From an optimization exercise on the open Yosys and OpenROAD flow, aimed at small area; shortcuts taken in it are not production practice. In this exercise RTL edits were held to simulation tests only and were not proved equivalent to the original. Power figures rest on the tool's default switching activity, not on a simulated workload.

==> 03-22 <==
## top
module top(
        input uart,
        input clk_12,
        input rst,
        output uart2
);
==> flow/config.mk <==
export PLATFORM = sky130hd
export DESIGN_NAME = top
export DESIGN_NICKNAME = top
export VERILOG_FILES = /design/flow/design.v
export SDC_FILE = /design/flow/constraint.sdc
export NUM_CORES = 4
export LEC_CHECK = 0
export CAP_MARGIN = 20
export CORE_MARGIN = 2
export CORE_UTILIZATION = 40
export SLEW_MARGIN = 20
==> flow/constraint.sdc <==
create_clock -name core_clock -period 10.0 [get_ports {clk_12}]
set_input_delay 2.0000 -clock core_clock [delete_from_list [all_inputs] [get_ports {clk_12}]]
set_output_delay 2.0000 -clock core_clock [all_outputs]
set_load 0.01 [all_outputs]
standard.sh (not shown) runs the stock make flow with config.mk's settings and CLKGATE_MAP_FILE= SYNTH_SCRIPT=/design/flow/synth_recipe.tcl, a recipe that flattens the netlist after the stock synthesis.
==> flow/flow/run.sh <==
#!/bin/bash
# Own layout flow: the standard layout, except that synthesis maps the logic with an
# area-oriented ABC script (flow/abc_area.script) and without the adder extraction step.
# Registers come out of the same Yosys passes as the standard synthesis, so they keep
# their names and cell types.
set -euo pipefail
W=$(pwd)
# ORFS's synth.tcl, with the ABC script replaced by ours
sed -e "/^source .*synth_preamble.tcl/a set abc_args [lreplace \$abc_args 1 1 {$W/flow/abc_area.script}]" \
  "$FLOW_HOME/scripts/synth.tcl" > "$W/my_synth_core.tcl"
grep -q lreplace "$W/my_synth_core.tcl"
# synth_recipe.tcl, sourcing that copy
sed -e "s#^source .*synth.tcl#source {$W/my_synth_core.tcl}#" "$W/synth_recipe.tcl" > "$W/my_synth.tcl"
grep -q my_synth_core "$W/my_synth.tcl"
# standard.sh, using that synthesis script and no adder map
sed -E "s#'?SYNTH_SCRIPT=[^ ']*'?#SYNTH_SCRIPT=$W/my_synth.tcl ADDER_MAP_FILE=#" "$W/standard.sh" > "$W/my_standard.sh"
grep -q my_synth.tcl "$W/my_standard.sh"
bash "$W/my_standard.sh" synth > "$W/synth.log" 2>&1
bash "$W/my_standard.sh" finish > "$W/layout.log" 2>&1
test -f "$W/out/final.def"
==> flow/flow/abc_area.script <==
strash
balance; rewrite; refactor; balance; rewrite; rewrite -z; balance; refactor -z; rewrite -z; balance
balance; rewrite; refactor; balance; rewrite; rewrite -z; balance; refactor -z; rewrite -z; balance
dch -f
map -a
topo
==> inputs of 05-13, as changes to 03-22 <==
==> flow/run.sh (new file) <==
#!/bin/bash
# synth_recipe.tcl (not shown) runs the flow's synth.tcl, then flattens the netlist and writes it again
# the make line also repeats each setting of config.mk as NAME=value (left out here)
make -C /OpenROAD-flow-scripts/flow DESIGN_CONFIG=/design/flow/config.mk WORK_HOME=/design/flow/orfs CLKGATE_MAP_FILE= SYNTH_SCRIPT=/design/flow/synth_recipe.tcl finish
removed: flow/flow/run.sh
removed: flow/flow/abc_area.script
removed: flow/standard.sh
==> implementation parameters <==
Parameter                              Value

Power
  Combinational Power ... about 0.038 mW
  Part of the total power dissipated in the clock network ... 27.8%

Route
  Routed length per instance ... approximately 16 µm
  Mean number of vias per cell ... approximately 6.0

Outcome
  Run status ... complete, no violations

Layout
  Commonest cells after routing, fill and taps aside ... sky130_fd_sc_hd__nor2_1 (28), sky130_fd_sc_hd__nand2_1 (21), sky130_fd_sc_hd__o21ai_0 (19), sky130_fd_sc_hd__dfxtp_1 (19), sky130_fd_sc_hd__a21oi_1 (16)
  Share of the final layout cell area in multi-input gates ... 72.0%
-- figures above: 05-13

==> implementation parameters <==
Parameter                              Value

Outcome
  Run status ... complete, no violations

Route
  Top routing layer in use ... met4
  Mean number of vias per cell ... roughly 6.1
  Routed length per instance ... 16.4 µm

Layout
  Share of the final layout cell area in multi-input gates ... around 60%
  Area share of buffers outside the clock network ... under 10%

Power
  Part of the total power dissipated in the clock network ... 31.5%
-- figures above: 03-22



==> inputs of run a <==
==> flow/design.v <==
`default_nettype none
module top(
        input uart,
        input clk_12,
        input rst,
        output uart2
);
localparam [127:0] RXCHARS = 128'h148425168ea60d941b5f0a9c8751cb73;
localparam [511:0] FLAG = 512'h7133355f337630315f5f5f34616563643534653539643830666237363864393463346165653662356665617b67616c660a7d5f63693930315f316169376e3375;
localparam [127:0] TRY = 128'h0a2e2e7a6c70206e6961676120797254;
localparam [6:0] CNT_START = 7'd37;    
localparam [6:0] CNT_BIT = 7'd107;      
reg [6:0] cnt;
reg [3:0] bitn;
reg [5:0] idx;
reg ok;                  
reg tx;                  
wire tick = (cnt == 7'd0);
wire idle = ~tx & (bitn == 4'd1);
wire wrap = tick & (bitn == 4'd0) & (idx[3:0] == 4'd0);
wire to_tx = ~tx & wrap;
wire done = tx & wrap & (ok ? (idx[5:4] == 2'b01) : (idx[5:4] == 2'b10));
wire [7:0] rxchr = RXCHARS[idx[3:0]*8 +: 8];
wire [7:0] txchr = ok ? FLAG[idx*8 +: 8] : TRY[idx[3:0]*8 +: 8];
wire tab = tx ? txchr[bitn[2:0]] : rxchr[bitn[2:0]];    
always @(posedge clk_12) begin
        if (idle)
                cnt <= CNT_START;
        else if (tick)
                cnt <= CNT_BIT;
        else
                cnt <= {cnt[5:0], ~(cnt[6] ^ cnt[5])};
end
always @(posedge clk_12) begin
        if (rst | done) begin
                bitn <= 4'd1;
                idx <= 6'd0;
                ok <= 1'b1;
                tx <= 1'b0;
        end else begin
                if ((idle & ~uart) | (tx & tick & (bitn == 4'd0)))
                        bitn <= 4'd7;
                else if (tick) begin     
                        bitn <= bitn + 4'd1;
                        if (bitn == 4'd15)
                                idx <= idx + 6'd1;
                end
                if (to_tx)
                        tx <= 1'b1;
                if (~tx & tick & bitn[3] & (uart != tab))
                        ok <= 1'b0;
        end
end
assign uart2 = ~tx | (bitn[3] ? tab : (bitn != 4'd7));
endmodule
==> flow/flow/run.sh <==
#!/bin/bash
# Own layout flow: the standard layout (standard.sh), except that
#  - synthesis maps the logic with an area-oriented ABC script (flow/abc_area.script) and
#    without the adder extraction step; registers come out of the same Yosys passes as
#    the standard synthesis, so they keep their names and cell types;
#  - the port buffers are the smallest buffer, sky130_fd_sc_hd__buf_1;
#  - clock tree synthesis uses sky130_fd_sc_hd__clkbuf_8 and adds no dummy loads.
# Each step's full output goes to a log file here (synth.log, layout.log) and ORFS's own
# logs under orfs/logs.
set -euo pipefail
W=$(pwd)
# ORFS's synth.tcl, with the ABC script replaced by ours
sed -e "/^source .*synth_preamble.tcl/a set abc_args [lreplace \$abc_args 1 1 {$W/flow/abc_area.script}]" \
  "$FLOW_HOME/scripts/synth.tcl" > "$W/my_synth_core.tcl"
grep -q lreplace "$W/my_synth_core.tcl"
# synth_recipe.tcl, sourcing that copy
sed -e "s#^source .*synth.tcl#source {$W/my_synth_core.tcl}#" "$W/synth_recipe.tcl" > "$W/my_synth.tcl"
grep -q my_synth_core "$W/my_synth.tcl"
# standard.sh with that synthesis script, no adder map and buf_1 port buffers
sed -E "s#'?SYNTH_SCRIPT=[^ ']*'?#SYNTH_SCRIPT=$W/my_synth.tcl ADDER_MAP_FILE= \"BUFFER_PORTS_ARGS=-buffer_cell sky130_fd_sc_hd__buf_1\" \"CTS_ARGS=-sink_clustering_enable -repair_clock_nets -buf_list sky130_fd_sc_hd__clkbuf_8 -dont_use_dummy_load\"#" \
  "$W/standard.sh" > "$W/my_standard.sh"
grep -q my_synth.tcl "$W/my_standard.sh"
bash "$W/my_standard.sh" synth > "$W/synth.log" 2>&1
bash "$W/my_standard.sh" finish > "$W/layout.log" 2>&1
test -f "$W/out/final.def"
==> flow/flow/abc_area.script <==
strash
&get -n
&deepsyn -S 5 -J 1000
&put
dch -f
amap
topo
==> flow/standard.sh <==
#!/bin/bash
# synth_recipe.tcl (not shown) runs the flow's synth.tcl, then flattens the netlist and writes it again
# the make line also repeats each setting of config.mk as NAME=value (left out here)
make -C /OpenROAD-flow-scripts/flow DESIGN_CONFIG=/design/flow/config.mk WORK_HOME=/design/flow/orfs CLKGATE_MAP_FILE= SYNTH_SCRIPT=/design/flow/synth_recipe.tcl "${@:-finish}"
==> flow/config.mk <==
export PLATFORM = sky130hd
export DESIGN_NAME = top
export DESIGN_NICKNAME = top
export VERILOG_FILES = /design/flow/design.v
export SDC_FILE = /design/flow/constraint.sdc
export NUM_CORES = 4
export LEC_CHECK = 0
export CAP_MARGIN = 20
export CORE_MARGIN = 2
export CORE_UTILIZATION = 40
export GPL_TIMING_DRIVEN = 0
export SLEW_MARGIN = 20
==> flow/constraint.sdc <==
create_clock -name core_clock -period 10.0 [get_ports {clk_12}]
set_input_delay 2.0000 -clock core_clock [delete_from_list [all_inputs] [get_ports {clk_12}]]
set_output_delay 2.0000 -clock core_clock [all_outputs]
set_load 0.01 [all_outputs]
==> inputs of run b, as changes to run a <==
==> flow/flow/run.sh (replaced) <==
#!/bin/bash
# Own layout flow: the standard layout (standard.sh), except that
#  - synthesis maps the logic with an area-oriented ABC script and without the adder
#    extraction step. The script restructures the logic with ABC's &deepsyn, whose result
#    depends on its random seed: the flow tries seeds 1..8 on the logic Yosys hands to ABC
#    and synthesises with the one whose mapping is smallest. Registers come out of the
#    same Yosys passes as the standard synthesis, so they keep their names and cell types;
#  - the port buffers are the smallest buffer, sky130_fd_sc_hd__buf_1;
#  - clock tree synthesis uses sky130_fd_sc_hd__clkbuf_4 and adds no dummy loads.
# Each step's full output goes to a log file here (synth_probe.log, seed_N.log, synth.log,
# layout.log) and ORFS's own logs under orfs/logs.
set -euo pipefail
W=$(pwd)
LIB="$FLOW_HOME/platforms/sky130hd/lib/sky130_fd_sc_hd__tt_025C_1v80.lib"
DONT=$(grep -oE 'sky130_fd_sc_hd__(probe|lpflow)[a-z0-9_]+' "$FLOW_HOME/platforms/sky130hd/config.mk" | sort -u | sed 's/^/-X /' | tr '\n' ' ')
MAP="dch -f; amap; topo"
YABC="$FLOW_HOME/../tools/install/yosys/bin/yosys-abc"
[ -x "$YABC" ] || YABC=$(command -v yosys-abc)

# synthesis with ABC script $1: ORFS's synth.tcl with the ABC script replaced, sourced by
# a copy of synth_recipe.tcl, run by a copy of standard.sh without the adder map
synth_with() {
  sed -e "/^source .*synth_preamble.tcl/a set abc_args [lreplace \$abc_args 1 1 {$1}]" \
    "$FLOW_HOME/scripts/synth.tcl" > "$W/my_synth_core.tcl"
  grep -q lreplace "$W/my_synth_core.tcl"
  sed -e "s#^source .*synth.tcl#source {$W/my_synth_core.tcl}#" "$W/synth_recipe.tcl" > "$W/my_synth.tcl"
  grep -q my_synth_core "$W/my_synth.tcl"
  sed -E "s#'?SYNTH_SCRIPT=[^ ']*'?#SYNTH_SCRIPT=$W/my_synth.tcl ADDER_MAP_FILE= \"BUFFER_PORTS_ARGS=-buffer_cell sky130_fd_sc_hd__buf_1\" \"CTS_ARGS=-sink_clustering_enable -repair_clock_nets -buf_list sky130_fd_sc_hd__clkbuf_4 -dont_use_dummy_load\"#" \
    "$W/standard.sh" > "$W/my_standard.sh"
  grep -q my_synth.tcl "$W/my_standard.sh"
}

# 1. a first synthesis that saves the logic ABC is given
printf 'write_blif %s\nstrash\n%s\n' "$W/abc_in.blif" "$MAP" > "$W/abc_probe.script"
synth_with "$W/abc_probe.script"
bash "$W/my_standard.sh" synth > "$W/synth_probe.log" 2>&1
test -s "$W/abc_in.blif"

# 2. &deepsyn with seeds 1..8, NUM_CORES at a time; keep the smallest mapping
seed_area() {
  "$YABC" -c "read_lib -w $DONT $LIB; read $W/abc_in.blif; strash; &get -n; &deepsyn -S $1 -J 1000; &put; $MAP; print_stats" \
    > "$W/seed_$1.log" 2>&1 || true
}
N=${NUM_CORES:-4}
for S in 1 2 3 4 5 6 7 8; do
  seed_area $S &
  while [ "$(jobs -rp | wc -l)" -ge "$N" ]; do sleep 2; done
done
wait
BEST=1; BESTA=1e30
for S in 1 2 3 4 5 6 7 8; do
  A=$(grep -oE 'area *= *[0-9.]+' "$W/seed_$S.log" | tail -1 | grep -oE '[0-9.]+$' || true)
  echo "seed $S area ${A:-none}" >> "$W/seeds.txt"
  if [ -n "$A" ] && awk "BEGIN{exit !($A < $BESTA)}"; then BEST=$S; BESTA=$A; fi
done
echo "best seed $BEST area $BESTA" >> "$W/seeds.txt"

# 3. the synthesis for the layout, with the best seed, then the rest of the layout
printf 'strash\n&get -n\n&deepsyn -S %s -J 1000\n&put\n%s\n' "$BEST" "$MAP" > "$W/abc_area.script"
synth_with "$W/abc_area.script"
bash "$W/my_standard.sh" clean_synth > "$W/clean_synth.log" 2>&1
bash "$W/my_standard.sh" synth > "$W/synth.log" 2>&1
bash "$W/my_standard.sh" finish > "$W/layout.log" 2>&1
test -f "$W/out/final.def"
removed: flow/flow/abc_area.script
==> inputs of run c, as changes to run a <==
--- a/flow/flow/run.sh
+++ b/flow/flow/run.sh
@@ -4,7 +4,7 @@
 #    without the adder extraction step; registers come out of the same Yosys passes as
 #    the standard synthesis, so they keep their names and cell types;
 #  - the port buffers are the smallest buffer, sky130_fd_sc_hd__buf_1;
-#  - clock tree synthesis uses sky130_fd_sc_hd__clkbuf_8 and adds no dummy loads.
+#  - clock tree synthesis uses sky130_fd_sc_hd__clkbuf_4 and adds no dummy loads.
 # Each step's full output goes to a log file here (synth.log, layout.log) and ORFS's own
 # logs under orfs/logs.
 set -euo pipefail
@@ -17,7 +17,7 @@
 sed -e "s#^source .*synth.tcl#source {$W/my_synth_core.tcl}#" "$W/synth_recipe.tcl" > "$W/my_synth.tcl"
 grep -q my_synth_core "$W/my_synth.tcl"
 # standard.sh with that synthesis script, no adder map and buf_1 port buffers
-sed -E "s#'?SYNTH_SCRIPT=[^ ']*'?#SYNTH_SCRIPT=$W/my_synth.tcl ADDER_MAP_FILE= \"BUFFER_PORTS_ARGS=-buffer_cell sky130_fd_sc_hd__buf_1\" \"CTS_ARGS=-sink_clustering_enable -repair_clock_nets -buf_list sky130_fd_sc_hd__clkbuf_8 -dont_use_dummy_load\"#" \
+sed -E "s#'?SYNTH_SCRIPT=[^ ']*'?#SYNTH_SCRIPT=$W/my_synth.tcl ADDER_MAP_FILE= \"BUFFER_PORTS_ARGS=-buffer_cell sky130_fd_sc_hd__buf_1\" \"CTS_ARGS=-sink_clustering_enable -repair_clock_nets -buf_list sky130_fd_sc_hd__clkbuf_4 -dont_use_dummy_load\"#" \
   "$W/standard.sh" > "$W/my_standard.sh"
 grep -q my_synth.tcl "$W/my_standard.sh"
 bash "$W/my_standard.sh" synth > "$W/synth.log" 2>&1
==> comparison <==
Run c ran to the end with no violations. Run a produced a clean layout. Run b ran to the end with no violations. Against run a, the worst hold slack of run c is higher by 8.0 ps. Sequential power is about the same in run c and run b. Worst setup slack: run b is lower than run a (59 ps). In count of clock-buffer cells in the layout, run c and run b do not differ. In area after synthesis, run b and run a do not differ. In synthesized cell count, run a and run b do not differ. In cell count, run b and run c do not differ. Routed wire length is the same in run b and run c. In global-route usage, run c and run b do not differ. In non-clock buffer count, run c and run a do not differ. In flip-flop and latch count, run c and run a do not differ.
==> figures <==
Final core utilization: run c 44.11%; run a 44.69%; run b 44.11%
Share of cell area taken by multi-input logic gates: run c 60.97%; run a 60.19%; run b 60.97%
Share of total power consumed by net switching: run c 27.06%; run a 25.60%; run b 27.06%
Power in sequential cells: run c 88.9 µW; run a 89.0 µW; run b 88.9 µW
Detailed Routing Iterations Pass 1: run c 6; run a 5; run b 6
Clock insertion delay at the later pin of the skew report: run c 290 ps; run a 260 ps; run b 290 ps
Data arrival time at the worst-slack endpoint: run c 4700 ps; run a 4640 ps; run b 4700 ps
PwrDens: run c 100.2 nW/µm²; run a 108.7 nW/µm²; run b 100.2 nW/µm²
First-pass GRT wire length: run c 6.879 mm; run a 6.893 mm; run b 6.879 mm
Fraction of cell area in non-clock buffers: run c 0.7772%; run a 0.7673%; run b 0.7772%
Cell internal power dissipation: run c 105.9 µW; run a 118.7 µW; run b 105.9 µW
M3 GR Usage: run c 1.812%; run a 2.355%; run b 1.812%
Largest voltage drop on the vdd net: run c 92.54 µV; run a 99.55 µV; run b 92.54 µV
Filler Cell Count: run c 347; run a 344; run b 347
Post-route clock skew: run c 0.5385 ps; run a 3.005 ps; run b 0.5385 ps
Part of the cycle the worst path needs: run c 66.96%; run a 66.37%; run b 66.96%
Post-route met1 wirelength: run c 1.768 mm; run a 1.824 mm; run b 1.768 mm
Clock power frac: run c 24.8%; run a 31.6%; run b 24.8%
Power after layout: run c 145.2 µW; run a 159.6 µW; run b 145.2 µW
WL per Instance: run c 15.38 µm; run a 15.38 µm; run b 15.38 µm
Portion of total power attributed to combinational logic: run c 13.9%; run a 12.6%; run b 13.9%
Outcome: run c finished clean; run a finished clean; run b finished clean
Layout Area Growth over Synthesis: run c 6.728%; run a 8.111%; run b 6.728%

-- re-timing with driven ports --
The flow's constraints put no driver on any port. The routed layouts listed below were extracted and timed again, unchanged, in two steps. Step 1: set_driving_cell puts a clkbuf_16 on clk_12 and a buf_2 on each other input, an assumption about the parent block. Step 2 moves the port delays by t, midway between the first and last clock arrival at a register: inputs arrive t later, outputs are due t later. That takes back most of the time a late clock gives input paths. Slacks: no drivers / after step 1 / after step 2; pairs: no drivers / after step 1.
| run | shift t [ns] | slack for setup (ns) | latest minus earliest clock arrival (ns) | worst register clock-pin slew, ns | pins driven straight from the clock port |
|---|---|---|---|---|---|
| 03-22 | 0.271 | 4.025 / 4.001 / 4.272 | 0.004 / 0.004 | 0.07 / 0.07 | 1 |
| 05-13 | 0.277 | 4.398 / 4.373 / 4.649 | 0.002 / 0.003 | 0.07 / 0.07 | 1 |
| run a | 0.278 | 3.363 / 3.339 / 3.617 | 0.003 / 0.003 | 0.07 / 0.07 | 1 |
| run b | 0.315 | 3.304 / 3.283 / 3.598 | 0.001 / 0.001 | 0.10 / 0.10 | 1 |
| run c | 0.315 | 3.304 / 3.283 / 3.598 | 0.001 / 0.001 | 0.10 / 0.10 | 1 |
After both steps every run listed still meets setup and hold.
